Context: an optimization exercise on an open-source flow, tuned for small area and a short achievable clock period. The choices shown serve that exercise and are no tape-out recipe.
No run shown here included a check of the RTL's function; only the layout flow was run.

==> flow/design.v, too long to show whole: its modules and the start of the top module <==
// module iir: 1508 lines
// module iir_fa: 4 lines
// module iir_ha: 4 lines
// module iir_aoi21: 3 lines
// module iir_oai21: 3 lines
// module iir_nand2: 3 lines
// module iir_nor2: 3 lines
// module iir_inv: 3 lines
module iir(
    input signed [31:0] x,
    input clk,
    input reset,
    output signed [31:0] y
    );
  // ...
==> flow/flow/run.sh <==
#!/bin/bash
# The standard ORFS layout with extra make settings:
#   BUFFER_PORTS_ARGS="-buffer_cell sky130_fd_sc_hd__buf_2" ABC_LOAD_IN_FF=1 CTS_ARGS="-sink_clustering_enable -repair_clock_nets -dont_use_dummy_load -buf_list sky130_fd_sc_hd__clkbuf_4"
# Each ORFS step keeps its full log under orfs/logs; make's own output goes to flow.log.
set -o pipefail
bash standard.sh BUFFER_PORTS_ARGS="-buffer_cell sky130_fd_sc_hd__buf_2" ABC_LOAD_IN_FF=1 CTS_ARGS="-sink_clustering_enable -repair_clock_nets -dont_use_dummy_load -buf_list sky130_fd_sc_hd__clkbuf_4" finish > flow.log 2>&1
==> flow/standard.sh <==
#!/bin/bash
# synth_recipe.tcl (not shown) runs the flow's synth.tcl, then flattens the netlist and writes it again
# the make line also repeats each setting of config.mk as NAME=value (left out here)
make -C /OpenROAD-flow-scripts/flow DESIGN_CONFIG=/design/flow/config.mk WORK_HOME=/design/flow/orfs CLKGATE_MAP_FILE= SYNTH_SCRIPT=/design/flow/synth_recipe.tcl "${@:-finish}"
==> flow/config.mk <==
export PLATFORM = sky130hd
export DESIGN_NAME = iir
export DESIGN_NICKNAME = iir
export VERILOG_FILES = /design/flow/design.v
export SDC_FILE = /design/flow/constraint.sdc
export NUM_CORES = 4
export LEC_CHECK = 0
export CAP_MARGIN = 20
export CORE_MARGIN = 2
export CORE_UTILIZATION = 70
export SETUP_SLACK_MARGIN = 4
export SLEW_MARGIN = 20
export SYNTH_HIERARCHICAL = 1
==> flow/constraint.sdc <==
create_clock -name core_clock -period 11.0 [get_ports {clk}]
set_input_delay 2.2000 -clock core_clock [delete_from_list [all_inputs] [get_ports {clk}]]
set_output_delay 2.2000 -clock core_clock [all_outputs]
set_load 0.01 [all_outputs]
==> results_dict.tcl, run 1 <==
set metrics [dict create \
    cts_max_level 3 \
    clock_skew_ps 22.4 \
    r2r_start "s1[10]" \
    start_util_pct 71.1 \
    netlist_top_cells_area "fa_1 (26%), dfrtp_1 (23%), ha_1 (17%)" \
    die-area_um2 10600 \
    overflow 0 \
    synth_ff_type "dfrtp_1" \
    cts_resized 1 \
    worstSetupPathType "input port to primary output" \
    numPortBuffers 65 \
    use_met3_pct 4.07 \
    fmax_mhz 144 \
    hpwl_mm 13.1 \
    hold_start "s1[0]" \
    path_buf_inv 2 \
    synth_top_area_cell "fa_1" \
    busiest_layer "met2" \
    synthAdderAreaFrac_pct 42.5 \
    yosysMostFrequentCell "a21oi_1" \
    fin_nets 970 \
    dr.pass1.iters 5 \
    wirelength_mm 15.4 \
    grt_max_degree 65 \
    critPathLaunchType "input port" \
    multi_input_area_share_pct 66.6 \
    r2r-end "s1[31]" \
    outcome "no timing/DRC/antenna violations" \
    yosysTopAreaCellShare_pct 25.8 \
    rrSetupSlack_ps 5870 \
    clk_latency_ps 420 \
    final_antenna_net_count 0 \
    critical_path_depth 11 \
    rsz0062_at_grt "true" \
    multi_input_area_um2 4950 \
    crit_path_start "x[15]" \
    clk_path_buf_depth 2 \
    n_fill_cell 665 \
    synth_edf_count 0 \
]
==> run 2, diff against run 1 <==
--- a/flow/design.v
+++ b/flow/design.v
@@ -621,183 +621,183 @@
     wire ss_610;
     wire sc_611;
     wire sg_612;
     wire sp_613;
     wire sg_614;
     wire sp_615;
     wire sp_616;
     wire sg_617;
-    wire sp_618;
-    wire sg_619;
-    wire sp_620;
-    wire sg_621;
-    wire sp_622;
-    wire sg_623;
-    wire sp_624;
-    wire sg_625;
-    wire sp_626;
-    wire sg_627;
-    wire sp_628;
-    wire sg_629;
-    wire sp_630;
-    wire sg_631;
-    wire sp_632;
-    wire sg_633;
-    wire sp_634;
-    wire sg_635;
-    wire sp_636;
-    wire sg_637;
-    wire sp_638;
-    wire sg_639;
-    wire sp_640;
-    wire sg_641;
-    wire sp_642;
-    wire sg_643;
-    wire sp_644;
-    wire sg_645;
-    wire sp_646;
-    wire sg_647;
-    wire sp_648;
-    wire sg_649;
-    wire sp_650;
-    wire sg_651;
-    wire sp_652;
-    wire sg_653;
-    wire sp_654;
-    wire sg_655;
-    wire sp_656;
-    wire sg_657;
-    wire sp_658;
-    wire sg_659;
-    wire sp_660;
-    wire sg_661;
-    wire sp_662;
-    wire sg_663;
-    wire sp_664;
-    wire sg_665;
-    wire sp_666;
-    wire sg_667;
-    wire sp_668;
-    wire sg_669;
-    wire sp_670;
-    wire sg_671;
-    wire sp_672;
-    wire sg_673;
+    wire sgn_618;
+    wire spn_619;
+    wire sgn_620;
+    wire spn_621;
+    wire sgn_622;
+    wire spn_623;
+    wire sgn_624;
+    wire spn_625;
+    wire sgn_626;
+    wire spn_627;
+    wire sgn_628;
+    wire spn_629;
+    wire sgn_630;
+    wire spn_631;
+    wire sgn_632;
+    wire spn_633;
+    wire sgn_634;
+    wire spn_635;
+    wire sgn_636;
+    wire spn_637;
+    wire sgn_638;
+    wire spn_639;
+    wire sgn_640;
+    wire spn_641;
+    wire sgn_642;
+    wire spn_643;
+    wire sgn_644;
+    wire spn_645;
+    wire sgn_646;
+    wire spn_647;
+    wire sgn_648;
+    wire spn_649;
+    wire sgn_650;
+    wire spn_651;
+    wire sgn_652;
+    wire spn_653;
+    wire sgn_654;
+    wire spn_655;
+    wire sgn_656;
+    wire spn_657;
+    wire sgn_658;
+    wire spn_659;
+    wire sgn_660;
+    wire spn_661;
+    wire sgn_662;
+    wire spn_663;
+    wire sgn_664;
+    wire spn_665;
+    wire sgn_666;
+    wire spn_667;
+    wire sgn_668;
+    wire spn_669;
+    wire sgn_670;
+    wire spn_671;
+    wire sgn_672;
+    wire spn_673;
     wire saoi21_674;
     wire snand2_675;
     wire snand2_676;
-    wire saoi21_677;
-    wire snand2_678;
-    wire saoi21_679;
-    wire snand2_680;
-    wire saoi21_681;
-    wire snand2_682;
-    wire saoi21_683;
-    wire snand2_684;
-    wire saoi21_685;
-    wire snand2_686;
-    wire saoi21_687;
-    wire snand2_688;
-    wire saoi21_689;
-    wire snand2_690;
-    wire saoi21_691;
-    wire snand2_692;
-    wire saoi21_693;
-    wire snand2_694;
-    wire saoi21_695;
-    wire snand2_696;
-    wire saoi21_697;
-    wire snand2_698;
-    wire saoi21_699;
-    wire snand2_700;
-    wire saoi21_701;
-    wire snand2_702;
-    wire saoi21_703;
-    wire snand2_704;
+    wire soai21_677;
+    wire snor2_678;
+    wire soai21_679;
+    wire snor2_680;
+    wire soai21_681;
+    wire snor2_682;
+    wire soai21_683;
+    wire snor2_684;
+    wire soai21_685;
+    wire snor2_686;
+    wire soai21_687;
+    wire snor2_688;
+    wire soai21_689;
+    wire snor2_690;
+    wire soai21_691;
+    wire snor2_692;
+    wire soai21_693;
+    wire snor2_694;
+    wire soai21_695;
+    wire snor2_696;
+    wire soai21_697;
+    wire snor2_698;
+    wire soai21_699;
+    wire snor2_700;
+    wire soai21_701;
+    wire snor2_702;
+    wire soai21_703;
+    wire snor2_704;
     wire sinv_705;
     wire sinv_706;
     wire sinv_707;
     wire saoi21_708;
     wire snand2_709;
-    wire soai21_710;
-    wire snor2_711;
-    wire soai21_712;
-    wire snor2_713;
-    wire soai21_714;
-    wire snor2_715;
-    wire soai21_716;
-    wire snor2_717;
-    wire soai21_718;
-    wire snor2_719;
-    wire soai21_720;
-    wire snor2_721;
-    wire soai21_722;
-    wire snor2_723;
-    wire sinv_724;
-    wire sinv_725;
-    wire saoi21_726;
-    wire snand2_727;
-    wire saoi21_728;
-    wire snand2_729;
-    wire saoi21_730;
-    wire snand2_731;
+    wire saoi21_710;
+    wire snand2_711;
+    wire saoi21_712;
+    wire snand2_713;
+    wire saoi21_714;
+    wire snand2_715;
+    wire saoi21_716;
+    wire snand2_717;
+    wire saoi21_718;
+    wire snand2_719;
+    wire saoi21_720;
+    wire snand2_721;
+    wire saoi21_722;
+    wire snand2_723;
+    wire soai21_724;
+    wire snor2_725;
+    wire soai21_726;
+    wire snor2_727;
+    wire soai21_728;
+    wire snor2_729;
+    wire soai21_730;
+    wire snor2_731;
     wire saoi21_732;
     wire snand2_733;
-    wire soai21_734;
-    wire snor2_735;
+    wire saoi21_734;
+    wire snand2_735;
     wire soai21_736;
-    wire snor2_737;
-    wire saoi21_738;
-    wire sinv_739;
-    wire sinv_740;
-    wire soai21_741;
-    wire snor2_742;
-    wire sinv_743;
-    wire sinv_744;
-    wire saoi21_745;
-    wire snand2_746;
-    wire saoi21_747;
-    wire snand2_748;
-    wire saoi21_749;
-    wire snand2_750;
-    wire soai21_751;
-    wire snor2_752;
-    wire soai21_753;
-    wire snor2_754;
-    wire soai21_755;
-    wire snor2_756;
-    wire soai21_757;
-    wire snor2_758;
-    wire soai21_759;
-    wire snor2_760;
+    wire sinv_737;
+    wire sinv_738;
+    wire saoi21_739;
+    wire snand2_740;
+    wire sinv_741;
+    wire sinv_742;
+    wire soai21_743;
+    wire snor2_744;
+    wire soai21_745;
+    wire snor2_746;
+    wire soai21_747;
+    wire snor2_748;
+    wire sinv_749;
+    wire sinv_750;
+    wire saoi21_751;
+    wire snand2_752;
+    wire saoi21_753;
+    wire snand2_754;
+    wire saoi21_755;
+    wire snand2_756;
+    wire saoi21_757;
+    wire snand2_758;
+    wire saoi21_759;
+    wire snand2_760;
     wire sinv_761;
     wire sinv_762;
-    wire soai21_763;
-    wire snor2_764;
-    wire soai21_765;
-    wire snor2_766;
+    wire saoi21_763;
+    wire snand2_764;
+    wire saoi21_765;
+    wire snand2_766;
     wire snand2_767;
-    wire saoi21_768;
-    wire saoi21_769;
-    wire saoi21_770;
-    wire saoi21_771;
+    wire soai21_768;
+    wire soai21_769;
+    wire soai21_770;
+    wire soai21_771;
     wire sinv_772;
-    wire saoi21_773;
-    wire saoi21_774;
-    wire saoi21_775;
-    wire saoi21_776;
+    wire soai21_773;
+    wire soai21_774;
+    wire soai21_775;
+    wire soai21_776;
     wire sinv_777;
-    wire saoi21_778;
-    wire saoi21_779;
-    wire saoi21_780;
-    wire saoi21_781;
+    wire soai21_778;
+    wire soai21_779;
+    wire soai21_780;
+    wire soai21_781;
     wire sinv_782;
-    wire saoi21_783;
-    wire saoi21_784;
+    wire soai21_783;
+    wire soai21_784;
     iir_fa yfa_2 (.a(s1[2]), .b(x[1]), .c(x[0]), .s(ys_1), .co(yc_2));
     iir_fa yfa_4 (.a(s1[3]), .b(x[2]), .c(x[1]), .s(ys_3), .co(yc_4));
     iir_fa yfa_6 (.a(s1[4]), .b(x[3]), .c(x[2]), .s(ys_5), .co(yc_6));
     iir_fa yfa_8 (.a(s1[5]), .b(x[4]), .c(x[3]), .s(ys_7), .co(yc_8));
     iir_fa yfa_10 (.a(s1[6]), .b(x[5]), .c(x[4]), .s(ys_9), .co(yc_10));
     iir_fa yfa_12 (.a(s1[7]), .b(x[6]), .c(x[5]), .s(ys_11), .co(yc_12));
     iir_fa yfa_14 (.a(s1[8]), .b(x[7]), .c(x[6]), .s(ys_13), .co(yc_14));
     iir_fa yfa_16 (.a(s1[9]), .b(x[8]), .c(x[7]), .s(ys_15), .co(yc_16));
@@ -1320,187 +1320,215 @@
     iir_fa sfa_608 (.a(inv_606), .b(r2[30]), .c(yv[28]), .s(ss_607), .co(sc_608));
     assign inv_609 = ~x[31];
     iir_fa sfa_611 (.a(inv_609), .b(r2[31]), .c(yv[29]), .s(ss_610), .co(sc_611));
     assign sg_612 = ~x[0] & r2[0];
     assign sp_613 = ~x[0] ^ r2[0];
     assign sg_614 = ~x[1] & r2[1];
     assign sp_615 = ~x[1] ^ r2[1];
     iir_ha spg_617 (.a(sc_524), .b(ss_526), .s(sp_616), .co(sg_617));
-    iir_ha spg_619 (.a(sc_527), .b(ss_529), .s(sp_618), .co(sg_619));
-    iir_ha spg_621 (.a(sc_530), .b(ss_532), .s(sp_620), .co(sg_621));
-    iir_ha spg_623 (.a(sc_533), .b(ss_535), .s(sp_622), .co(sg_623));
-    iir_ha spg_625 (.a(sc_536), .b(ss_538), .s(sp_624), .co(sg_625));
-    iir_ha spg_627 (.a(sc_539), .b(ss_541), .s(sp_626), .co(sg_627));
-    iir_ha spg_629 (.a(sc_542), .b(ss_544), .s(sp_628), .co(sg_629));
-    iir_ha spg_631 (.a(sc_545), .b(ss_547), .s(sp_630), .co(sg_631));
-    iir_ha spg_633 (.a(sc_548), .b(ss_550), .s(sp_632), .co(sg_633));
-    iir_ha spg_635 (.a(sc_551), .b(ss_553), .s(sp_634), .co(sg_635));
-    iir_ha spg_637 (.a(sc_554), .b(ss_556), .s(sp_636), .co(sg_637));
-    iir_ha spg_639 (.a(sc_557), .b(ss_559), .s(sp_638), .co(sg_639));
-    iir_ha spg_641 (.a(sc_560), .b(ss_562), .s(sp_640), .co(sg_641));
-    iir_ha spg_643 (.a(sc_563), .b(ss_565), .s(sp_642), .co(sg_643));
-    iir_ha spg_645 (.a(sc_566), .b(ss_568), .s(sp_644), .co(sg_645));
-    iir_ha spg_647 (.a(sc_569), .b(ss_571), .s(sp_646), .co(sg_647));
-    iir_ha spg_649 (.a(sc_572), .b(ss_574), .s(sp_648), .co(sg_649));
-    iir_ha spg_651 (.a(sc_575), .b(ss_577), .s(sp_650), .co(sg_651));
-    iir_ha spg_653 (.a(sc_578), .b(ss_580), .s(sp_652), .co(sg_653));
-    iir_ha spg_655 (.a(sc_581), .b(ss_583), .s(sp_654), .co(sg_655));
-    iir_ha spg_657 (.a(sc_584), .b(ss_586), .s(sp_656), .co(sg_657));
-    iir_ha spg_659 (.a(sc_587), .b(ss_589), .s(sp_658), .co(sg_659));
-    iir_ha spg_661 (.a(sc_590), .b(ss_592), .s(sp_660), .co(sg_661));
-    iir_ha spg_663 (.a(sc_593), .b(ss_595), .s(sp_662), .co(sg_663));
-    iir_ha spg_665 (.a(sc_596), .b(ss_598), .s(sp_664), .co(sg_665));
-    iir_ha spg_667 (.a(sc_599), .b(ss_601), .s(sp_666), .co(sg_667));
-    iir_ha spg_669 (.a(sc_602), .b(ss_604), .s(sp_668), .co(sg_669));
-    iir_ha spg_671 (.a(sc_605), .b(ss_607), .s(sp_670), .co(sg_671));
-    iir_ha spg_673 (.a(sc_608), .b(ss_610), .s(sp_672), .co(sg_673));
+    iir_nand2 sgn_618_i (.a(sc_527), .b(ss_529), .y(sgn_618));
+    iir_xnor2 spn_619_i (.a(sc_527), .b(ss_529), .y(spn_619));
+    iir_nand2 sgn_620_i (.a(sc_530), .b(ss_532), .y(sgn_620));
+    iir_xnor2 spn_621_i (.a(sc_530), .b(ss_532), .y(spn_621));
+    iir_nand2 sgn_622_i (.a(sc_533), .b(ss_535), .y(sgn_622));
+    iir_xnor2 spn_623_i (.a(sc_533), .b(ss_535), .y(spn_623));
+    iir_nand2 sgn_624_i (.a(sc_536), .b(ss_538), .y(sgn_624));
+    iir_xnor2 spn_625_i (.a(sc_536), .b(ss_538), .y(spn_625));
+    iir_nand2 sgn_626_i (.a(sc_539), .b(ss_541), .y(sgn_626));
+    iir_xnor2 spn_627_i (.a(sc_539), .b(ss_541), .y(spn_627));
+    iir_nand2 sgn_628_i (.a(sc_542), .b(ss_544), .y(sgn_628));
+    iir_xnor2 spn_629_i (.a(sc_542), .b(ss_544), .y(spn_629));
+    iir_nand2 sgn_630_i (.a(sc_545), .b(ss_547), .y(sgn_630));
+    iir_xnor2 spn_631_i (.a(sc_545), .b(ss_547), .y(spn_631));
+    iir_nand2 sgn_632_i (.a(sc_548), .b(ss_550), .y(sgn_632));
+    iir_xnor2 spn_633_i (.a(sc_548), .b(ss_550), .y(spn_633));
+    iir_nand2 sgn_634_i (.a(sc_551), .b(ss_553), .y(sgn_634));
+    iir_xnor2 spn_635_i (.a(sc_551), .b(ss_553), .y(spn_635));
+    iir_nand2 sgn_636_i (.a(sc_554), .b(ss_556), .y(sgn_636));
+    iir_xnor2 spn_637_i (.a(sc_554), .b(ss_556), .y(spn_637));
+    iir_nand2 sgn_638_i (.a(sc_557), .b(ss_559), .y(sgn_638));
+    iir_xnor2 spn_639_i (.a(sc_557), .b(ss_559), .y(spn_639));
+    iir_nand2 sgn_640_i (.a(sc_560), .b(ss_562), .y(sgn_640));
+    iir_xnor2 spn_641_i (.a(sc_560), .b(ss_562), .y(spn_641));
+    iir_nand2 sgn_642_i (.a(sc_563), .b(ss_565), .y(sgn_642));
+    iir_xnor2 spn_643_i (.a(sc_563), .b(ss_565), .y(spn_643));
+    iir_nand2 sgn_644_i (.a(sc_566), .b(ss_568), .y(sgn_644));
+    iir_xnor2 spn_645_i (.a(sc_566), .b(ss_568), .y(spn_645));
+    iir_nand2 sgn_646_i (.a(sc_569), .b(ss_571), .y(sgn_646));
+    iir_xnor2 spn_647_i (.a(sc_569), .b(ss_571), .y(spn_647));
+    iir_nand2 sgn_648_i (.a(sc_572), .b(ss_574), .y(sgn_648));
+    iir_xnor2 spn_649_i (.a(sc_572), .b(ss_574), .y(spn_649));
+    iir_nand2 sgn_650_i (.a(sc_575), .b(ss_577), .y(sgn_650));
+    iir_xnor2 spn_651_i (.a(sc_575), .b(ss_577), .y(spn_651));
+    iir_nand2 sgn_652_i (.a(sc_578), .b(ss_580), .y(sgn_652));
+    iir_xnor2 spn_653_i (.a(sc_578), .b(ss_580), .y(spn_653));
+    iir_nand2 sgn_654_i (.a(sc_581), .b(ss_583), .y(sgn_654));
+    iir_xnor2 spn_655_i (.a(sc_581), .b(ss_583), .y(spn_655));
+    iir_nand2 sgn_656_i (.a(sc_584), .b(ss_586), .y(sgn_656));
+    iir_xnor2 spn_657_i (.a(sc_584), .b(ss_586), .y(spn_657));
+    iir_nand2 sgn_658_i (.a(sc_587), .b(ss_589), .y(sgn_658));
+    iir_xnor2 spn_659_i (.a(sc_587), .b(ss_589), .y(spn_659));
+    iir_nand2 sgn_660_i (.a(sc_590), .b(ss_592), .y(sgn_660));
+    iir_xnor2 spn_661_i (.a(sc_590), .b(ss_592), .y(spn_661));
+    iir_nand2 sgn_662_i (.a(sc_593), .b(ss_595), .y(sgn_662));
+    iir_xnor2 spn_663_i (.a(sc_593), .b(ss_595), .y(spn_663));
+    iir_nand2 sgn_664_i (.a(sc_596), .b(ss_598), .y(sgn_664));
+    iir_xnor2 spn_665_i (.a(sc_596), .b(ss_598), .y(spn_665));
+    iir_nand2 sgn_666_i (.a(sc_599), .b(ss_601), .y(sgn_666));
+    iir_xnor2 spn_667_i (.a(sc_599), .b(ss_601), .y(spn_667));
+    iir_nand2 sgn_668_i (.a(sc_602), .b(ss_604), .y(sgn_668));
+    iir_xnor2 spn_669_i (.a(sc_602), .b(ss_604), .y(spn_669));
+    iir_nand2 sgn_670_i (.a(sc_605), .b(ss_607), .y(sgn_670));
+    iir_xnor2 spn_671_i (.a(sc_605), .b(ss_607), .y(spn_671));
+    iir_nand2 sgn_672_i (.a(sc_608), .b(ss_610), .y(sgn_672));
+    iir_xnor2 spn_673_i (.a(sc_608), .b(ss_610), .y(spn_673));
     iir_aoi21 saoi21_674_i (.a(sp_615), .b(sg_612), .c(sg_614), .y(saoi21_674));
     iir_nand2 snand2_675_i (.a(sp_615), .b(sp_613), .y(snand2_675));
     iir_nand2 snand2_676_i (.a(sp_616), .b(ss_523), .y(snand2_676));
-    iir_aoi21 saoi21_677_i (.a(sp_620), .b(sg_619), .c(sg_621), .y(saoi21_677));
-    iir_nand2 snand2_678_i (.a(sp_620), .b(sp_618), .y(snand2_678));
-    iir_aoi21 saoi21_679_i (.a(sp_624), .b(sg_623), .c(sg_625), .y(saoi21_679));
-    iir_nand2 snand2_680_i (.a(sp_624), .b(sp_622), .y(snand2_680));
-    iir_aoi21 saoi21_681_i (.a(sp_628), .b(sg_627), .c(sg_629), .y(saoi21_681));
-    iir_nand2 snand2_682_i (.a(sp_628), .b(sp_626), .y(snand2_682));
-    iir_aoi21 saoi21_683_i (.a(sp_632), .b(sg_631), .c(sg_633), .y(saoi21_683));
-    iir_nand2 snand2_684_i (.a(sp_632), .b(sp_630), .y(snand2_684));
-    iir_aoi21 saoi21_685_i (.a(sp_636), .b(sg_635), .c(sg_637), .y(saoi21_685));
-    iir_nand2 snand2_686_i (.a(sp_636), .b(sp_634), .y(snand2_686));
-    iir_aoi21 saoi21_687_i (.a(sp_640), .b(sg_639), .c(sg_641), .y(saoi21_687));
-    iir_nand2 snand2_688_i (.a(sp_640), .b(sp_638), .y(snand2_688));
-    iir_aoi21 saoi21_689_i (.a(sp_644), .b(sg_643), .c(sg_645), .y(saoi21_689));
-    iir_nand2 snand2_690_i (.a(sp_644), .b(sp_642), .y(snand2_690));
-    iir_aoi21 saoi21_691_i (.a(sp_648), .b(sg_647), .c(sg_649), .y(saoi21_691));
-    iir_nand2 snand2_692_i (.a(sp_648), .b(sp_646), .y(snand2_692));
-    iir_aoi21 saoi21_693_i (.a(sp_652), .b(sg_651), .c(sg_653), .y(saoi21_693));
-    iir_nand2 snand2_694_i (.a(sp_652), .b(sp_650), .y(snand2_694));
-    iir_aoi21 saoi21_695_i (.a(sp_656), .b(sg_655), .c(sg_657), .y(saoi21_695));
-    iir_nand2 snand2_696_i (.a(sp_656), .b(sp_654), .y(snand2_696));
-    iir_aoi21 saoi21_697_i (.a(sp_660), .b(sg_659), .c(sg_661), .y(saoi21_697));
-    iir_nand2 snand2_698_i (.a(sp_660), .b(sp_658), .y(snand2_698));
-    iir_aoi21 saoi21_699_i (.a(sp_664), .b(sg_663), .c(sg_665), .y(saoi21_699));
-    iir_nand2 snand2_700_i (.a(sp_664), .b(sp_662), .y(snand2_700));
-    iir_aoi21 saoi21_701_i (.a(sp_668), .b(sg_667), .c(sg_669), .y(saoi21_701));
-    iir_nand2 snand2_702_i (.a(sp_668), .b(sp_666), .y(snand2_702));
-    iir_aoi21 saoi21_703_i (.a(sp_672), .b(sg_671), .c(sg_673), .y(saoi21_703));
-    iir_nand2 snand2_704_i (.a(sp_672), .b(sp_670), .y(snand2_704));
+    iir_oai21 soai21_677_i (.a(spn_621), .b(sgn_618), .c(sgn_620), .y(soai21_677));
+    iir_nor2 snor2_678_i (.a(spn_621), .b(spn_619), .y(snor2_678));
+    iir_oai21 soai21_679_i (.a(spn_625), .b(sgn_622), .c(sgn_624), .y(soai21_679));
+    iir_nor2 snor2_680_i (.a(spn_625), .b(spn_623), .y(snor2_680));
+    iir_oai21 soai21_681_i (.a(spn_629), .b(sgn_626), .c(sgn_628), .y(soai21_681));
+    iir_nor2 snor2_682_i (.a(spn_629), .b(spn_627), .y(snor2_682));
+    iir_oai21 soai21_683_i (.a(spn_633), .b(sgn_630), .c(sgn_632), .y(soai21_683));
+    iir_nor2 snor2_684_i (.a(spn_633), .b(spn_631), .y(snor2_684));
+    iir_oai21 soai21_685_i (.a(spn_637), .b(sgn_634), .c(sgn_636), .y(soai21_685));
+    iir_nor2 snor2_686_i (.a(spn_637), .b(spn_635), .y(snor2_686));
+    iir_oai21 soai21_687_i (.a(spn_641), .b(sgn_638), .c(sgn_640), .y(soai21_687));
+    iir_nor2 snor2_688_i (.a(spn_641), .b(spn_639), .y(snor2_688));
+    iir_oai21 soai21_689_i (.a(spn_645), .b(sgn_642), .c(sgn_644), .y(soai21_689));
+    iir_nor2 snor2_690_i (.a(spn_645), .b(spn_643), .y(snor2_690));
+    iir_oai21 soai21_691_i (.a(spn_649), .b(sgn_646), .c(sgn_648), .y(soai21_691));
+    iir_nor2 snor2_692_i (.a(spn_649), .b(spn_647), .y(snor2_692));
+    iir_oai21 soai21_693_i (.a(spn_653), .b(sgn_650), .c(sgn_652), .y(soai21_693));
+    iir_nor2 snor2_694_i (.a(spn_653), .b(spn_651), .y(snor2_694));
+    iir_oai21 soai21_695_i (.a(spn_657), .b(sgn_654), .c(sgn_656), .y(soai21_695));
+    iir_nor2 snor2_696_i (.a(spn_657), .b(spn_655), .y(snor2_696));
+    iir_oai21 soai21_697_i (.a(spn_661), .b(sgn_658), .c(sgn_660), .y(soai21_697));
+    iir_nor2 snor2_698_i (.a(spn_661), .b(spn_659), .y(snor2_698));
+    iir_oai21 soai21_699_i (.a(spn_665), .b(sgn_662), .c(sgn_664), .y(soai21_699));
+    iir_nor2 snor2_700_i (.a(spn_665), .b(spn_663), .y(snor2_700));
+    iir_oai21 soai21_701_i (.a(spn_669), .b(sgn_666), .c(sgn_668), .y(soai21_701));
+    iir_nor2 snor2_702_i (.a(spn_669), .b(spn_667), .y(snor2_702));
+    iir_oai21 soai21_703_i (.a(spn_673), .b(sgn_670), .c(sgn_672), .y(soai21_703));
+    iir_nor2 snor2_704_i (.a(spn_673), .b(spn_671), .y(snor2_704));
     iir_inv sinv_705_i (.a(snand2_676), .y(sinv_705));
     iir_inv sinv_706_i (.a(saoi21_674), .y(sinv_706));
     iir_inv sinv_707_i (.a(snand2_675), .y(sinv_707));
     iir_aoi21 saoi21_708_i (.a(sinv_705), .b(sinv_706), .c(sg_617), .y(saoi21_708));
     iir_nand2 snand2_709_i (.a(sinv_705), .b(sinv_707), .y(snand2_709));
-    iir_oai21 soai21_710_i (.a(snand2_680), .b(saoi21_677), .c(saoi21_679), .y(soai21_710));
-    iir_nor2 snor2_711_i (.a(snand2_680), .b(snand2_678), .y(snor2_711));
-    iir_oai21 soai21_712_i (.a(snand2_684), .b(saoi21_681), .c(saoi21_683), .y(soai21_712));
-    iir_nor2 snor2_713_i (.a(snand2_684), .b(snand2_682), .y(snor2_713));
-    iir_oai21 soai21_714_i (.a(snand2_688), .b(saoi21_685), .c(saoi21_687), .y(soai21_714));
-    iir_nor2 snor2_715_i (.a(snand2_688), .b(snand2_686), .y(snor2_715));
-    iir_oai21 soai21_716_i (.a(snand2_692), .b(saoi21_689), .c(saoi21_691), .y(soai21_716));
-    iir_nor2 snor2_717_i (.a(snand2_692), .b(snand2_690), .y(snor2_717));
-    iir_oai21 soai21_718_i (.a(snand2_696), .b(saoi21_693), .c(saoi21_695), .y(soai21_718));
-    iir_nor2 snor2_719_i (.a(snand2_696), .b(snand2_694), .y(snor2_719));
-    iir_oai21 soai21_720_i (.a(snand2_700), .b(saoi21_697), .c(saoi21_699), .y(soai21_720));
-    iir_nor2 snor2_721_i (.a(snand2_700), .b(snand2_698), .y(snor2_721));
-    iir_oai21 soai21_722_i (.a(snand2_704), .b(saoi21_701), .c(saoi21_703), .y(soai21_722));
-    iir_nor2 snor2_723_i (.a(snand2_704), .b(snand2_702), .y(snor2_723));
-    iir_inv sinv_724_i (.a(saoi21_708), .y(sinv_724));
-    iir_inv sinv_725_i (.a(snand2_709), .y(sinv_725));
-    iir_aoi21 saoi21_726_i (.a(snor2_711), .b(sinv_724), .c(soai21_710), .y(saoi21_726));
-    iir_nand2 snand2_727_i (.a(snor2_711), .b(sinv_725), .y(snand2_727));
-    iir_aoi21 saoi21_728_i (.a(snor2_715), .b(soai21_712), .c(soai21_714), .y(saoi21_728));
-    iir_nand2 snand2_729_i (.a(snor2_715), .b(snor2_713), .y(snand2_729));
-    iir_aoi21 saoi21_730_i (.a(snor2_719), .b(soai21_716), .c(soai21_718), .y(saoi21_730));
-    iir_nand2 snand2_731_i (.a(snor2_719), .b(snor2_717), .y(snand2_731));
-    iir_aoi21 saoi21_732_i (.a(snor2_723), .b(soai21_720), .c(soai21_722), .y(saoi21_732));
-    iir_nand2 snand2_733_i (.a(snor2_723), .b(snor2_721), .y(snand2_733));
-    iir_oai21 soai21_734_i (.a(snand2_729), .b(saoi21_726), .c(saoi21_728), .y(soai21_734));
-    iir_nor2 snor2_735_i (.a(snand2_729), .b(snand2_727), .y(snor2_735));
-    iir_oai21 soai21_736_i (.a(snand2_733), .b(saoi21_730), .c(saoi21_732), .y(soai21_736));
-    iir_nor2 snor2_737_i (.a(snand2_733), .b(snand2_731), .y(snor2_737));
-    iir_aoi21 saoi21_738_i (.a(snor2_737), .b(soai21_734), .c(soai21_736), .y(saoi21_738));
-    iir_inv sinv_739_i (.a(soai21_734), .y(sinv_739));
-    iir_inv sinv_740_i (.a(snor2_735), .y(sinv_740));
-    iir_oai21 soai21_741_i (.a(snand2_731), .b(sinv_739), .c(saoi21_730), .y(soai21_741));
-    iir_nor2 snor2_742_i (.a(snand2_731), .b(sinv_740), .y(snor2_742));
-    iir_inv sinv_743_i (.a(saoi21_726), .y(sinv_743));
-    iir_inv sinv_744_i (.a(snand2_727), .y(sinv_744));
-    iir_aoi21 saoi21_745_i (.a(snor2_713), .b(sinv_743), .c(soai21_712), .y(saoi21_745));
-    iir_nand2 snand2_746_i (.a(snor2_713), .b(sinv_744), .y(snand2_746));
-    iir_aoi21 saoi21_747_i (.a(snor2_717), .b(soai21_734), .c(soai21_716), .y(saoi21_747));
-    iir_nand2 snand2_748_i (.a(snor2_717), .b(snor2_735), .y(snand2_748));
-    iir_aoi21 saoi21_749_i (.a(snor2_721), .b(soai21_741), .c(soai21_720), .y(saoi21_749));
-    iir_nand2 snand2_750_i (.a(snor2_721), .b(snor2_742), .y(snand2_750));
-    iir_oai21 soai21_751_i (.a(snand2_678), .b(saoi21_708), .c(saoi21_677), .y(soai21_751));
-    iir_nor2 snor2_752_i (.a(snand2_678), .b(snand2_709), .y(snor2_752));
-    iir_oai21 soai21_753_i (.a(snand2_682), .b(saoi21_726), .c(saoi21_681), .y(soai21_753));
-    iir_nor2 snor2_754_i (.a(snand2_682), .b(snand2_727), .y(snor2_754));
-    iir_oai21 soai21_755_i (.a(snand2_686), .b(saoi21_745), .c(saoi21_685), .y(soai21_755));
-    iir_nor2 snor2_756_i (.a(snand2_686), .b(snand2_746), .y(snor2_756));
-    iir_oai21 soai21_757_i (.a(snand2_690), .b(sinv_739), .c(saoi21_689), .y(soai21_757));
-    iir_nor2 snor2_758_i (.a(snand2_690), .b(sinv_740), .y(snor2_758));
-    iir_oai21 soai21_759_i (.a(snand2_694), .b(saoi21_747), .c(saoi21_693), .y(soai21_759));
-    iir_nor2 snor2_760_i (.a(snand2_694), .b(snand2_748), .y(snor2_760));
-    iir_inv sinv_761_i (.a(soai21_741), .y(sinv_761));
-    iir_inv sinv_762_i (.a(snor2_742), .y(sinv_762));
-    iir_oai21 soai21_763_i (.a(snand2_698), .b(sinv_761), .c(saoi21_697), .y(soai21_763));
-    iir_nor2 snor2_764_i (.a(snand2_698), .b(sinv_762), .y(snor2_764));
-    iir_oai21 soai21_765_i (.a(snand2_702), .b(saoi21_749), .c(saoi21_701), .y(soai21_765));
-    iir_nor2 snor2_766_i (.a(snand2_702), .b(snand2_750), .y(snor2_766));
+    iir_aoi21 saoi21_710_i (.a(snor2_680), .b(soai21_677), .c(soai21_679), .y(saoi21_710));
+    iir_nand2 snand2_711_i (.a(snor2_680), .b(snor2_678), .y(snand2_711));
+    iir_aoi21 saoi21_712_i (.a(snor2_684), .b(soai21_681), .c(soai21_683), .y(saoi21_712));
+    iir_nand2 snand2_713_i (.a(snor2_684), .b(snor2_682), .y(snand2_713));
+    iir_aoi21 saoi21_714_i (.a(snor2_688), .b(soai21_685), .c(soai21_687), .y(saoi21_714));
+    iir_nand2 snand2_715_i (.a(snor2_688), .b(snor2_686), .y(snand2_715));
+    iir_aoi21 saoi21_716_i (.a(snor2_692), .b(soai21_689), .c(soai21_691), .y(saoi21_716));
+    iir_nand2 snand2_717_i (.a(snor2_692), .b(snor2_690), .y(snand2_717));
+    iir_aoi21 saoi21_718_i (.a(snor2_696), .b(soai21_693), .c(soai21_695), .y(saoi21_718));
+    iir_nand2 snand2_719_i (.a(snor2_696), .b(snor2_694), .y(snand2_719));
+    iir_aoi21 saoi21_720_i (.a(snor2_700), .b(soai21_697), .c(soai21_699), .y(saoi21_720));
+    iir_nand2 snand2_721_i (.a(snor2_700), .b(snor2_698), .y(snand2_721));
+    iir_aoi21 saoi21_722_i (.a(snor2_704), .b(soai21_701), .c(soai21_703), .y(saoi21_722));
+    iir_nand2 snand2_723_i (.a(snor2_704), .b(snor2_702), .y(snand2_723));
+    iir_oai21 soai21_724_i (.a(snand2_711), .b(saoi21_708), .c(saoi21_710), .y(soai21_724));
+    iir_nor2 snor2_725_i (.a(snand2_711), .b(snand2_709), .y(snor2_725));
+    iir_oai21 soai21_726_i (.a(snand2_715), .b(saoi21_712), .c(saoi21_714), .y(soai21_726));
+    iir_nor2 snor2_727_i (.a(snand2_715), .b(snand2_713), .y(snor2_727));
+    iir_oai21 soai21_728_i (.a(snand2_719), .b(saoi21_716), .c(saoi21_718), .y(soai21_728));
+    iir_nor2 snor2_729_i (.a(snand2_719), .b(snand2_717), .y(snor2_729));
+    iir_oai21 soai21_730_i (.a(snand2_723), .b(saoi21_720), .c(saoi21_722), .y(soai21_730));
+    iir_nor2 snor2_731_i (.a(snand2_723), .b(snand2_721), .y(snor2_731));
+    iir_aoi21 saoi21_732_i (.a(snor2_727), .b(soai21_724), .c(soai21_726), .y(saoi21_732));
+    iir_nand2 snand2_733_i (.a(snor2_727), .b(snor2_725), .y(snand2_733));
+    iir_aoi21 saoi21_734_i (.a(snor2_731), .b(soai21_728), .c(soai21_730), .y(saoi21_734));
+    iir_nand2 snand2_735_i (.a(snor2_731), .b(snor2_729), .y(snand2_735));
+    iir_oai21 soai21_736_i (.a(snand2_735), .b(saoi21_732), .c(saoi21_734), .y(soai21_736));
+    iir_inv sinv_737_i (.a(saoi21_732), .y(sinv_737));
+    iir_inv sinv_738_i (.a(snand2_733), .y(sinv_738));
+    iir_aoi21 saoi21_739_i (.a(snor2_729), .b(sinv_737), .c(soai21_728), .y(saoi21_739));
+    iir_nand2 snand2_740_i (.a(snor2_729), .b(sinv_738), .y(snand2_740));
+    iir_inv sinv_741_i (.a(soai21_724), .y(sinv_741));
+    iir_inv sinv_742_i (.a(snor2_725), .y(sinv_742));
+    iir_oai21 soai21_743_i (.a(snand2_713), .b(sinv_741), .c(saoi21_712), .y(soai21_743));
+    iir_nor2 snor2_744_i (.a(snand2_713), .b(sinv_742), .y(snor2_744));
+    iir_oai21 soai21_745_i (.a(snand2_717), .b(saoi21_732), .c(saoi21_716), .y(soai21_745));
+    iir_nor2 snor2_746_i (.a(snand2_717), .b(snand2_733), .y(snor2_746));
+    iir_oai21 soai21_747_i (.a(snand2_721), .b(saoi21_739), .c(saoi21_720), .y(soai21_747));
+    iir_nor2 snor2_748_i (.a(snand2_721), .b(snand2_740), .y(snor2_748));
+    iir_inv sinv_749_i (.a(saoi21_708), .y(sinv_749));
+    iir_inv sinv_750_i (.a(snand2_709), .y(sinv_750));
+    iir_aoi21 saoi21_751_i (.a(snor2_678), .b(sinv_749), .c(soai21_677), .y(saoi21_751));
+    iir_nand2 snand2_752_i (.a(snor2_678), .b(sinv_750), .y(snand2_752));
+    iir_aoi21 saoi21_753_i (.a(snor2_682), .b(soai21_724), .c(soai21_681), .y(saoi21_753));
+    iir_nand2 snand2_754_i (.a(snor2_682), .b(snor2_725), .y(snand2_754));
+    iir_aoi21 saoi21_755_i (.a(snor2_686), .b(soai21_743), .c(soai21_685), .y(saoi21_755));
+    iir_nand2 snand2_756_i (.a(snor2_686), .b(snor2_744), .y(snand2_756));
+    iir_aoi21 saoi21_757_i (.a(snor2_690), .b(sinv_737), .c(soai21_689), .y(saoi21_757));
+    iir_nand2 snand2_758_i (.a(snor2_690), .b(sinv_738), .y(snand2_758));
+    iir_aoi21 saoi21_759_i (.a(snor2_694), .b(soai21_745), .c(soai21_693), .y(saoi21_759));
+    iir_nand2 snand2_760_i (.a(snor2_694), .b(snor2_746), .y(snand2_760));
+    iir_inv sinv_761_i (.a(saoi21_739), .y(sinv_761));
+    iir_inv sinv_762_i (.a(snand2_740), .y(sinv_762));
+    iir_aoi21 saoi21_763_i (.a(snor2_698), .b(sinv_761), .c(soai21_697), .y(saoi21_763));
+    iir_nand2 snand2_764_i (.a(snor2_698), .b(sinv_762), .y(snand2_764));
+    iir_aoi21 saoi21_765_i (.a(snor2_702), .b(soai21_747), .c(soai21_701), .y(saoi21_765));
+    iir_nand2 snand2_766_i (.a(snor2_702), .b(snor2_748), .y(snand2_766));
     iir_nand2 snand2_767_i (.a(ss_523), .b(sinv_706), .y(snand2_767));
-    iir_aoi21 saoi21_768_i (.a(sp_618), .b(sinv_724), .c(sg_619), .y(saoi21_768));
-    iir_aoi21 saoi21_769_i (.a(sp_622), .b(soai21_751), .c(sg_623), .y(saoi21_769));
-    iir_aoi21 saoi21_770_i (.a(sp_626), .b(sinv_743), .c(sg_627), .y(saoi21_770));
-    iir_aoi21 saoi21_771_i (.a(sp_630), .b(soai21_753), .c(sg_631), .y(saoi21_771));
-    iir_inv sinv_772_i (.a(saoi21_745), .y(sinv_772));
-    iir_aoi21 saoi21_773_i (.a(sp_634), .b(sinv_772), .c(sg_635), .y(saoi21_773));
-    iir_aoi21 saoi21_774_i (.a(sp_638), .b(soai21_755), .c(sg_639), .y(saoi21_774));
-    iir_aoi21 saoi21_775_i (.a(sp_642), .b(soai21_734), .c(sg_643), .y(saoi21_775));
-    iir_aoi21 saoi21_776_i (.a(sp_646), .b(soai21_757), .c(sg_647), .y(saoi21_776));
-    iir_inv sinv_777_i (.a(saoi21_747), .y(sinv_777));
-    iir_aoi21 saoi21_778_i (.a(sp_650), .b(sinv_777), .c(sg_651), .y(saoi21_778));
-    iir_aoi21 saoi21_779_i (.a(sp_654), .b(soai21_759), .c(sg_655), .y(saoi21_779));
-    iir_aoi21 saoi21_780_i (.a(sp_658), .b(soai21_741), .c(sg_659), .y(saoi21_780));
-    iir_aoi21 saoi21_781_i (.a(sp_662), .b(soai21_763), .c(sg_663), .y(saoi21_781));
-    iir_inv sinv_782_i (.a(saoi21_749), .y(sinv_782));
-    iir_aoi21 saoi21_783_i (.a(sp_666), .b(sinv_782), .c(sg_667), .y(saoi21_783));
-    iir_aoi21 saoi21_784_i (.a(sp_670), .b(soai21_765), .c(sg_671), .y(saoi21_784));
+    iir_oai21 soai21_768_i (.a(spn_619), .b(saoi21_708), .c(sgn_618), .y(soai21_768));
+    iir_oai21 soai21_769_i (.a(spn_623), .b(saoi21_751), .c(sgn_622), .y(soai21_769));
+    iir_oai21 soai21_770_i (.a(spn_627), .b(sinv_741), .c(sgn_626), .y(soai21_770));
+    iir_oai21 soai21_771_i (.a(spn_631), .b(saoi21_753), .c(sgn_630), .y(soai21_771));
+    iir_inv sinv_772_i (.a(soai21_743), .y(sinv_772));
+    iir_oai21 soai21_773_i (.a(spn_635), .b(sinv_772), .c(sgn_634), .y(soai21_773));
+    iir_oai21 soai21_774_i (.a(spn_639), .b(saoi21_755), .c(sgn_638), .y(soai21_774));
+    iir_oai21 soai21_775_i (.a(spn_643), .b(saoi21_732), .c(sgn_642), .y(soai21_775));
+    iir_oai21 soai21_776_i (.a(spn_647), .b(saoi21_757), .c(sgn_646), .y(soai21_776));
+    iir_inv sinv_777_i (.a(soai21_745), .y(sinv_777));
+    iir_oai21 soai21_778_i (.a(spn_651), .b(sinv_777), .c(sgn_650), .y(soai21_778));
+    iir_oai21 soai21_779_i (.a(spn_655), .b(saoi21_759), .c(sgn_654), .y(soai21_779));
+    iir_oai21 soai21_780_i (.a(spn_659), .b(saoi21_739), .c(sgn_658), .y(soai21_780));
+    iir_oai21 soai21_781_i (.a(spn_663), .b(saoi21_763), .c(sgn_662), .y(soai21_781));
+    iir_inv sinv_782_i (.a(soai21_747), .y(sinv_782));
+    iir_oai21 soai21_783_i (.a(spn_667), .b(sinv_782), .c(sgn_666), .y(soai21_783));
+    iir_oai21 soai21_784_i (.a(spn_671), .b(saoi21_765), .c(sgn_670), .y(soai21_784));
     assign s1n[0] = ~sp_613;
     assign s1n[1] = ~(sp_615 ^ sg_612);
     assign s1n[2] = ss_523 ^ saoi21_674;
     assign s1n[3] = sp_616 ^ snand2_767;
-    assign s1n[4] = sp_618 ^ saoi21_708;
-    assign s1n[5] = sp_620 ^ saoi21_768;
-    assign s1n[6] = ~(sp_622 ^ soai21_751);
-    assign s1n[7] = sp_624 ^ saoi21_769;
-    assign s1n[8] = sp_626 ^ saoi21_726;
-    assign s1n[9] = sp_628 ^ saoi21_770;
-    assign s1n[10] = ~(sp_630 ^ soai21_753);
-    assign s1n[11] = sp_632 ^ saoi21_771;
-    assign s1n[12] = sp_634 ^ saoi21_745;
-    assign s1n[13] = sp_636 ^ saoi21_773;
-    assign s1n[14] = ~(sp_638 ^ soai21_755);
-    assign s1n[15] = sp_640 ^ saoi21_774;
-    assign s1n[16] = ~(sp_642 ^ soai21_734);
-    assign s1n[17] = sp_644 ^ saoi21_775;
-    assign s1n[18] = ~(sp_646 ^ soai21_757);
-    assign s1n[19] = sp_648 ^ saoi21_776;
-    assign s1n[20] = sp_650 ^ saoi21_747;
-    assign s1n[21] = sp_652 ^ saoi21_778;
-    assign s1n[22] = ~(sp_654 ^ soai21_759);
-    assign s1n[23] = sp_656 ^ saoi21_779;
-    assign s1n[24] = ~(sp_658 ^ soai21_741);
-    assign s1n[25] = sp_660 ^ saoi21_780;
-    assign s1n[26] = ~(sp_662 ^ soai21_763);
-    assign s1n[27] = sp_664 ^ saoi21_781;
-    assign s1n[28] = sp_666 ^ saoi21_749;
-    assign s1n[29] = sp_668 ^ saoi21_783;
-    assign s1n[30] = ~(sp_670 ^ soai21_765);
-    assign s1n[31] = sp_672 ^ saoi21_784;
+    assign s1n[4] = ~(spn_619 ^ saoi21_708);
+    assign s1n[5] = spn_621 ^ soai21_768;
+    assign s1n[6] = ~(spn_623 ^ saoi21_751);
+    assign s1n[7] = spn_625 ^ soai21_769;
+    assign s1n[8] = spn_627 ^ soai21_724;
+    assign s1n[9] = spn_629 ^ soai21_770;
+    assign s1n[10] = ~(spn_631 ^ saoi21_753);
+    assign s1n[11] = spn_633 ^ soai21_771;
+    assign s1n[12] = spn_635 ^ soai21_743;
+    assign s1n[13] = spn_637 ^ soai21_773;
+    assign s1n[14] = ~(spn_639 ^ saoi21_755);
+    assign s1n[15] = spn_641 ^ soai21_774;
+    assign s1n[16] = ~(spn_643 ^ saoi21_732);
+    assign s1n[17] = spn_645 ^ soai21_775;
+    assign s1n[18] = ~(spn_647 ^ saoi21_757);
+    assign s1n[19] = spn_649 ^ soai21_776;
+    assign s1n[20] = spn_651 ^ soai21_745;
+    assign s1n[21] = spn_653 ^ soai21_778;
+    assign s1n[22] = ~(spn_655 ^ saoi21_759);
+    assign s1n[23] = spn_657 ^ soai21_779;
+    assign s1n[24] = ~(spn_659 ^ saoi21_739);
+    assign s1n[25] = spn_661 ^ soai21_780;
+    assign s1n[26] = ~(spn_663 ^ saoi21_763);
+    assign s1n[27] = spn_665 ^ soai21_781;
+    assign s1n[28] = spn_667 ^ soai21_747;
+    assign s1n[29] = spn_669 ^ soai21_783;
+    assign s1n[30] = ~(spn_671 ^ saoi21_765);
+    assign s1n[31] = spn_673 ^ soai21_784;
     assign y = yv;
     always @(posedge clk or posedge reset)
         if (reset) begin
             s1 <= 32'd0;
             r2 <= 32'd0;
         end else begin
             s1 <= s1n;
             r2 <= r2n;
@@ -1524,8 +1552,11 @@
     assign y = ~(a & b);
 endmodule
 module iir_nor2(input a, input b, output y);
     assign y = ~(a | b);
 endmodule
 module iir_inv(input a, output y);
     assign y = ~a;
 endmodule
+module iir_xnor2(input a, input b, output y);
+    assign y = ~(a ^ b);
+endmodule
==> results_dict.tcl, run 2 <==
set metrics [dict create \
    die_w_um 103 \
    slowest_delay_ps 530 \
    synth_common_cells "a21oi_1 (89), fa_1 (88), inv_1 (82), o21ai_1 (82), nand2_1 (78)" \
    wire_per_inst_um 17.5 \
    grt_pass1_wl_mm 25.9 \
    dp_slack_ps 3670 \
    post-route-period-util_pct 62.7 \
    yosysMostFrequentCell "a21oi_1" \
    final_common_cell "fa_1" \
    crit_chain "buf_2 -> fa_1 -> ha_1 -> a21oi_1 -> o21ai_1 -> a21oi_1 -> o21ai_1 -> a21oi_2 -> o21ai_1 -> xor2_1 -> buf_2" \
    drc 0 \
    cp_common_cell "o21ai_1" \
    ys_ff_latch 64 \
    grt_usage_pct 33.1 \
    netlist_top_cells_area "fa_1 (26%), dfrtp_1 (23%), ha_1 (12%)" \
    cts_tree "done" \
    synth_cell_types 11 \
    synthesis.nets 893 \
    clk_path_buf_depth 2 \
    outcome "no timing/DRC/antenna violations" \
    crit_required_ps 8800 \
    yosysTopAreaCellShare_pct 25.8 \
    critPathLaunchType "input port" \
    grt_max_degree 65 \
    vias_per_cell 5.65 \
    critPathCaptureType "primary output" \
    synth_area_um2 6820 \
    cts_max_level 3 \
    cts_sinks 64 \
    min_path_type "flip-flop to flip-flop" \
    synth_top_area_cell "fa_1" \
    max-slew-margin-rel_pct 43.1 \
    dr.pass1.iters 5 \
    worstSetupPathType "input port to primary output" \
    synth-seq-area-share_pct 23.5 \
    antenna_found_initial 0 \
    area_delta_synth_final_pct 9.23 \
    hpwl_mm 13.6 \
    hold_slack_ps 493 \
    fin_nets 969 \
    synthCells 708 \
    clk_transition_reported_paths_ps 100 \
    n_fill_cell 711 \
    die-area_um2 10500 \
    slowest_stage "fa_1" \
    ff_latch_area_um2 1600 \
    fin_ws_ps 4100 \
    final_antenna_net_count 0 \
    drt-initial-drc-count 257 \
    detailed_place.area_um2 7300 \
    ys.warnings.count 7 \
    fmax_mhz 145 \
    start_util_pct 71.1 \
    vias 5173 \
    overflow 0 \
    drv_cap 0 \
    cts-root-buf "clkbuf_4" \
    final_hold_viol_count 0 \
    synth_ff_type "dfrtp_1" \
    core_area_um2 9590 \
    min_period_ps 6900 \
    stdcell_area_um2 7450 \
    rsz0062_at_grt "true" \
    io_pins 66 \
    worstMarginPinSlew_ps 853 \
    cts_buffers 9 \
    reg_top3 "r2: 32 flops, s1: 32 flops" \
    cp_max_fo 4 \
    drive_above_1_share_pct 11.8 \
    async_flop_share_pct 100 \
    diodes 0 \
    slew_viol_final 0 \
    final_cell_mix "fa_1 (88), inv_1 (81), o21ai_1 (80)" \
    rows 36 \
    finalSetupViolations 0 \
    clock_skew_ps 24.1 \
    die_h_um 103 \
    finalWeightedCongestion 0.963 \
    multi_input_area_um2 4960 \
    postSynthAreaPerCell_um2 9.63 \
    critPathArrivalTime_ps 4700 \
    clk_latency_ps 410 \
    tns_ps 0 \
    grt_pass1_vias 5473 \
    numPortBuffers 65 \
    synth_edf_count 0 \
    wirelength_mm 16.0 \
]
==> run 2: cell types whose count changed in the layout (fill, tap and decap cells not counted), sizes merged <==
cell   before  now
o21ai      64   82
a21oi     107   89
xnor2      45   74
nor2       32   41
nand2      60   78
ha         91   63
xor2       46   45
==> run 2: Yosys stat by module, one instance, submodules excluded <==
module | area, um^2 | flops+latches
iir_ha | 12.5 | 0
iir_nand2 | 3.75 | 0
iir_inv | 3.75 | 0
iir_fa | 20.0 | 0
iir_nor2 | 3.75 | 0
iir_oai21 | 5.00 | 0
iir | 2570 | 64
iir_xnor2 | 8.76 | 0
iir_aoi21 | 5.00 | 0
==> run 2: cell families after synthesis <==
family          Yosys count  share of synthesized area, %
xor+xnor                119                          15.3
fa+ha+maj               151                          37.4
buf+inv                  84                          4.73
simple gates            119                          6.55
compound gates          171                          12.6
flops                    64                          23.5
==> run 2: timing repair <==
item	CTS	global route
gates resized for setup	2	14
setup endpoints to repair	4	11
pin swaps	0	6
setup buffers	0	1
hold buffers	0	0
==> run 2: layer usage <==
metal | track usage, % | vias to the layer above | part of all wire [%]
li1 | - | 2453 | -
met1 | 41.0 | 2546 | 41
met2 | 58.0 | 140 | 51
met3 | 4.68 | 34 | 4.2
met4 | 14.7 | 0 | 3.4
met5 | 0 | - | 0
==> run 2: area by class of cell <==
type	count	share of cell area, %
timing repair buffer	67	4.57
tap	133	2.23
sequential	64	21.5
clock buffer	9	0.907
multi-input combinational	560	66.7
inverter	82	4.13
==> run 2: path summary, 6_finish.rpt <==
check                           start      to  slack (ps)  cells past startpoint
worst min register to register  s1[0]   r2[0]         490                      0
worst max-delay path            x[14]   y[19]        4100                     11
worst min-delay path            s1[0]   r2[0]         490                      0
min in group asynchronous       reset   s1[2]        2030                      3
max in group asynchronous       reset  r2[26]        8380                      3
worst max register to register  s1[4]  s1[31]        5690                     20
==> run 2: worst max-delay path: cells and delay by family <==
kind / cells / cell delay, ps
AOI/OAI and AO/OA: 6 / 1000
xor gates and xnor gates: 1 / 260
adders and majority gates: 2 / 880
buffers and inverters: 2 / 350
==> run 2: per-stage QoR <==
step	utilization (%)	cells
detailed placement	76.1	905
global placement	76.1	905
finish	77.6	915
global route	77.6	915
floorplan	-	708
CTS	76.9	914
==> run 3, diff against run 2 <==
--- a/flow/config.mk
+++ b/flow/config.mk
@@ -8,6 +8,7 @@
 export CAP_MARGIN = 20
 export CORE_MARGIN = 2
 export CORE_UTILIZATION = 70
-export SETUP_SLACK_MARGIN = 4
+export SETUP_SLACK_MARGIN = 4.1
 export SLEW_MARGIN = 20
 export SYNTH_HIERARCHICAL = 1
+export TNS_END_PERCENT = 0
==> results_dict.tcl, run 3 <==
set metrics [dict create \
    outcome "no timing/DRC/antenna violations" \
    synth_xor_area_share_pct 15.3 \
    crit_required_ps 8800 \
    start_util_pct 71.1 \
    worstMarginPinSlew_ps 845 \
    synth_top_family_by_area "adder cells" \
    finalWeightedCongestion 0.963 \
    cts_tree "done" \
    grt_max_degree 65 \
    ys.warnings.count 7 \
    die_w_um 103 \
    rows 36 \
    wire_per_inst_um 17.5 \
    diodes 0 \
    rsz0062_at_grt "true" \
    holdPathStages 0 \
    min_path_type "flip-flop to flip-flop" \
    drive_above_1_share_pct 12.4 \
    synth_area_um2 6820 \
    clk_transition_reported_paths_ps 100 \
    slew_viol_final 0 \
    synthAdderAreaFrac_pct 37.4 \
    cts_sinks 64 \
    clk_path_buf_depth 2 \
    grt_pass1_vias 5479 \
    multi_input_area_um2 4960 \
    async_flop_share_pct 100 \
    grt_usage_pct 33.1 \
    clock_skew_ps 25.7 \
    finalSetupViolations 0 \
    synthesis.nets 893 \
    synthMuxAreaShare_pct 0 \
    ff_latch_area_um2 1600 \
    synth_top_area_cell "fa_1" \
    worstSetupPathType "input port to primary output" \
    n_fill_cell 708 \
    clk_latency_ps 420 \
    core_area_um2 9590 \
    vias_per_cell 5.62 \
    min_period_ps 6890 \
    fin_ws_ps 4110 \
    synth_common_cells "a21oi_1 (89), fa_1 (88), inv_1 (82), o21ai_1 (82), nand2_1 (78)" \
    final_cell_mix "fa_1 (88), inv_1 (81), o21ai_1 (80)" \
    synth-seq-area-share_pct 23.5 \
    ys_ff_latch 64 \
    grt_pass1_wl_mm 26.0 \
    fin_nets 972 \
    yosysTopAreaCellShare_pct 25.8 \
    cts_buffers 9 \
    post-route-period-util_pct 62.6 \
    dr.pass1.iters 5 \
    synth_ff_type "dfrtp_1" \
    yosysMostFrequentCell "a21oi_1" \
    critPathLaunchType "input port" \
    critPathCaptureType "primary output" \
    critPathArrivalTime_ps 4690 \
    numPortBuffers 65 \
    die-area_um2 10500 \
    rrSetupSlack_ps 5680 \
    cp_max_fo 4 \
    antenna_found_initial 0 \
    vias 5163 \
    synth_edf_count 0 \
    drt-initial-drc-count 217 \
    dp_slack_ps 3670 \
    fmax_mhz 145 \
    max-slew-margin-rel_pct 43.7 \
    die_h_um 103 \
    hpwl_mm 13.6 \
    netlist_top_cells_area "fa_1 (26%), dfrtp_1 (23%), ha_1 (12%)" \
    hold_slack_ps 493 \
    final_hold_viol_count 0 \
    cts_max_level 3 \
    wirelength_mm 16.0 \
    final_common_cell "fa_1" \
    synthSimpleGateAreaFrac_pct 6.55 \
    cts_hold_buf 0 \
    drv_cap 0 \
    tns_ps 0 \
    reg_top3 "r2: 32 flops, s1: 32 flops" \
    overflow 0 \
    synth_cell_types 11 \
    area_delta_synth_final_pct 9.54 \
    synth_compound_area_share_pct 12.6 \
    drc 0 \
    cts-root-buf "clkbuf_4" \
    synthCells 708 \
    final_antenna_net_count 0 \
    io_pins 66 \
    postSynthAreaPerCell_um2 9.63 \
    ff2ff_path_depth 20 \
]
==> run 3: cell count changes in the layout (fill, tap and decap cells not counted) <==
cell and delta:
a21oi_2 +2, a21oi_1 -1, buf_4 +3, a21oi_4 -1, nor2_2 +1, nor2_1 -1
==> run 3: worst max-delay path: stages <==
cell and delay (ps):
buf_2 140, fa_1 470, ha_1 330, a21oi_1 240, o21ai_1 140, a21oi_2 260, o21ai_1 180, a21oi_1 290
o21ai_1 130, xor2_1 160, buf_2 140
==> run 3: path summary, 6_finish.rpt <==
| check | start | endpoint |
|---|---|---|
| setup / recovery | x[4] | y[31] |
| hold / removal | s1[0] | r2[0] |
| setup reg to reg | s1[4] | s1[31] |
| hold reg to reg | s1[0] | r2[0] |
| max in group asynchronous | reset | s1[24] |
| min in group asynchronous | reset | s1[2] |
==> run 3: metrics by stage <==
step | utilization, % | std cells | area [um^2]
after CTS | 76.9 | 914 | 7380
after global routing | 77.9 | 918 | 7470
after floorplan | - | 708 | 6820
after global placement | 76.1 | 905 | 7300
final | 77.9 | 918 | 7470
after detailed placement | 76.1 | 905 | 7300
==> run 3: kinds of logic (layout without fill, tap and decap cells) <==
kind of cell	Yosys count	in the layout
XOR/XNOR	119	119
AO/OA/AOI/OAI	171	171
flip-flops	64	64
AND/OR/NAND/NOR	119	119
adder cells (fa/ha/maj)	151	151
buffers and inverters	84	161
==> run 3: layout make-up <==
type	instances	area share, %
Clock buffer	9	0.905
Multi-Input combinational cell	560	66.4
Inverter	82	4.12
Timing Repair Buffer	70	4.86
Tap cell	133	2.23
Sequential cell	64	21.4
==> run 3: routing by layer <==
metal | vias to the layer above | share of wire (%) | global-route usage (%)
li1 | 2460 | - | -
met1 | 2517 | 41 | 41.0
met2 | 147 | 51 | 58.0
met3 | 39 | 3.9 | 4.68
met4 | 0 | 3.7 | 14.7
met5 | - | 0 | 0
==> run 3: repair_timing <==
| action | CTS | global route |
|---|---|---|
| gates resized for setup | 3 | 14 |
| hold endpoints to repair | 0 | 0 |
| pin swaps | 1 | 5 |
| endpoints found under the setup margin | 9 | 19 |
| buffers inserted | 0 | 4 |
==> run 3: modules after synthesis, one instance, submodules excluded, a selection <==
module,flops+latches,cell area [um^2]
iir_aoi21,0,5.00
iir,64,2570
iir_nand2,0,3.75
iir_oai21,0,5.00
iir_xnor2,0,8.76
iir_nor2,0,3.75
iir_ha,0,12.5
iir_fa,0,20.0
==> run 4, diff against run 3 <==
--- a/flow/config.mk
+++ b/flow/config.mk
@@ -8,7 +8,7 @@
 export CAP_MARGIN = 20
 export CORE_MARGIN = 2
 export CORE_UTILIZATION = 70
-export SETUP_SLACK_MARGIN = 4.1
+export SETUP_SLACK_MARGIN = 4.0
 export SLEW_MARGIN = 20
 export SYNTH_HIERARCHICAL = 1
 export TNS_END_PERCENT = 0
==> results_dict.tcl, run 4 <==
set metrics [dict create \
    clk_latency_ps 420 \
    antenna_found_initial 0 \
    finalWeightedCongestion 0.963 \
    die-area_um2 10500 \
    drc 0 \
    core_area_um2 9590 \
    critPathCaptureType "primary output" \
    rsz0062_at_grt "true" \
    crit_chain "buf_2 -> fa_1 -> ha_1 -> a21oi_1 -> o21ai_1 -> a21oi_1 -> o21ai_1 -> a21oi_1 -> o21ai_1 -> xor2_1 -> buf_2" \
    finalSetupViolations 0 \
    ys.warnings.count 7 \
    grt_usage_pct 33.1 \
    vias_per_cell 5.65 \
    slowest_stage "fa_1" \
    final_hold_viol_count 0 \
    die_w_um 103 \
    ys_ff_latch 64 \
    critical_path.top_delay_family "compound AO/OA/AOI/OAI gates" \
    grt_max_degree 65 \
    cts_buffers 9 \
    clock_skew_ps 23.6 \
    synth-seq-area-share_pct 23.5 \
    cts_sinks 64 \
    max-slew-margin-rel_pct 43.1 \
    postLayoutCoreUtil_pct 77.3 \
    min_path_type "flip-flop to flip-flop" \
    start_util_pct 71.1 \
    yosysMostFrequentCell "a21oi_1" \
    rows 36 \
    outcome "no timing/DRC/antenna violations" \
    synth_common_cells "a21oi_1 (89), fa_1 (88), inv_1 (82), o21ai_1 (82), nand2_1 (78)" \
    slowest_delay_ps 460 \
    cts-root-buf "clkbuf_4" \
    synth_top_area_cell "fa_1" \
    final_antenna_net_count 0 \
    numPortBuffers 65 \
    n_fill_cell 713 \
    clk_transition_reported_paths_ps 100 \
    synth_edf_count 0 \
    worstSetupPathType "input port to primary output" \
    hold_slack_ps 498 \
    final_cell_mix "fa_1 (88), a21oi_1 (82), inv_1 (81), o21ai_1 (81), nand2_1 (78)" \
    post-route-period-util_pct 63.0 \
    rrSetupSlack_ps 5700 \
    crit_required_ps 8800 \
    hpwl_mm 13.6 \
    drt-initial-drc-count 220 \
    postSynthAreaPerCell_um2 9.63 \
    yosysTopAreaCellShare_pct 25.8 \
    critPathLaunchType "input port" \
    fin_nets 968 \
    synthesis.nets 893 \
    grt_pass1_vias 5464 \
    layoutNonFillerInstCount 914 \
    min_period_ps 6930 \
    reg_top3 "r2: 32 flops, s1: 32 flops" \
    drive_above_1_share_pct 11.0 \
    io_pins 66 \
    diodes 0 \
    fmax_mhz 144 \
    path_buf_inv 2 \
    overflow 0 \
    cts_tree "done" \
    tns_ps 0 \
    async_flop_share_pct 100 \
    cp_max_fo 4 \
    synth_ff_type "dfrtp_1" \
    area_delta_synth_final_pct 8.75 \
    worstMarginPinSlew_ps 854 \
    synth_area_um2 6820 \
    wire_per_inst_um 17.5 \
    netlist_top_cells_area "fa_1 (26%), dfrtp_1 (23%), ha_1 (12%)" \
    cts_hold_buf 0 \
    grt_pass1_wl_mm 25.9 \
    die_h_um 103 \
    vias 5161 \
    synth_cell_types 11 \
    synthCells 708 \
    dr.pass1.iters 4 \
    critPathArrivalTime_ps 4730 \
    wirelength_mm 16.0 \
    final_common_cell "fa_1" \
    dp.cells 905 \
    postCtsSetupRepairBufs 0 \
    cts_max_level 3 \
    clk_path_buf_depth 2 \
    drv_cap 0 \
    slew_viol_final 0 \
]
[run 4: cell types whose count changed in the layout (fill, tap and decap cells not counted)]
cell,change
a21oi_1,+4
a21oi_2,-4
buf_4,-4
nor2_1,+2
nor2_2,-2
o21ai_1,+1
o21ai_2,-1
[run 4: worst reg2reg max path: stages (launching register included)]
cell,delay (ps)
dfrtp_1,500
fa_1,530
ha_1,360
nand2_1,120
nor2_1,190
inv_1,70
o21ai_2,220
a21oi_1,120
xnor2_1,350
fa_1,510
xnor2_1,320
nor2_1,100
a21oi_1,260
o21ai_1,120
a21oi_2,250
inv_1,100
a21oi_1,320
o21ai_1,210
a21oi_1,250
o21ai_1,120
xor2_1,170
[run 4: area by class of cell]
class                      count  area [um^2]  area share, %
sequential                    64         1600           21.6
multi-input combinational    560         4940           66.6
tap                          133          166           2.24
timing repair buffer          66          333           4.49
clock buffer                   9         67.6          0.911
inverter                      82          308           4.15
[run 4: layer usage]
layer,global-route usage [%],up-vias,wire (um)
met5,0,-,0
met4,14.7,0,554
met3,4.68,36,674
met2,57.8,137,8190
met1,41.0,2541,6530
li1,-,2447,-
[run 4: worst paths after layout]
path / cells past startpoint / from / to
hold / removal: 0 / s1[0] / r2[0]
setup reg to reg: 20 / s1[4] / s1[31]
setup / recovery: 11 / x[22] / y[25]
max in group asynchronous: 3 / reset / r2[26]
min in group asynchronous: 3 / reset / r2[2]
hold reg to reg: 0 / s1[0] / r2[0]
[run 4: modules after synthesis, one instance, submodules excluded]
module / flip-flops and latches / cell area (um^2)
iir_nand2: 0 / 3.75
iir_inv: 0 / 3.75
iir_fa: 0 / 20.0
iir_aoi21: 0 / 5.00
iir_nor2: 0 / 3.75
iir_ha: 0 / 12.5
iir_xnor2: 0 / 8.76
iir_oai21: 0 / 5.00
iir: 64 / 2570
[run 4: logic make-up after synthesis]
logic type                 Yosys count  share of synthesized area, %
buffers and inverters               84                          4.73
adders and majority gates          151                          37.4
and+or+nand+nor                    119                          6.55
DFF                                 64                          23.5
xor gates and xnor gates           119                          15.3
AOI/OAI and AO/OA                  171                          12.6
[run 4: stage by stage]
stage                     cell area [um^2]  worst slack [ps]
final                                 7420              4070
after global routing                  7420              3910
after CTS                             7370              3970
after detailed placement              7300              3670
after global placement                7300              3730
after floorplan                       6820              4620
[run 4: repair_timing]
action | 4_1_cts | 5_1_grt
pin swaps | 0 | 2
endpoints found under the setup margin | 4 | 14
resized for setup | 1 | 9

==> re-timing with driven ports <==
The results above use ideal ports. As a check the final layouts listed here were re-extracted and re-timed, cells and wires unchanged.
Step 1: set_driving_cell puts a clkbuf_16 on clk and a buf_2 on each other input, an assumption about the parent block.
Step 2 times the ports against the registers' clock, not the clock port: input delays grow and output delays shrink by t, the midpoint of the rising clock arrivals with the driver on.
a / b / c = ideal ports / drivers / drivers and shift; a / b = the first two.
run	shift t [ns]	setup slack, ns	hold slack, ns	latest minus earliest clock arrival (ns)	cell pins on the clock port's net
run 1	0.438	4.038 / 4.017 / 3.997	0.482 / 0.482 / 0.482	0.023 / 0.022	1
run 2	0.429	4.103 / 4.078 / 3.889	0.493 / 0.493 / 0.493	0.024 / 0.024	1
run 3	0.441	4.113 / 4.091 / 3.871	0.493 / 0.493 / 0.493	0.026 / 0.026	1
run 4	0.436	4.066 / 4.044 / 3.893	0.498 / 0.498 / 0.498	0.023 / 0.023	1
After both steps setup and hold are still met in every run listed. The setup slack of run 3, which loses most, moves by -0.022 ns with the drivers and by -0.242 ns with both steps.
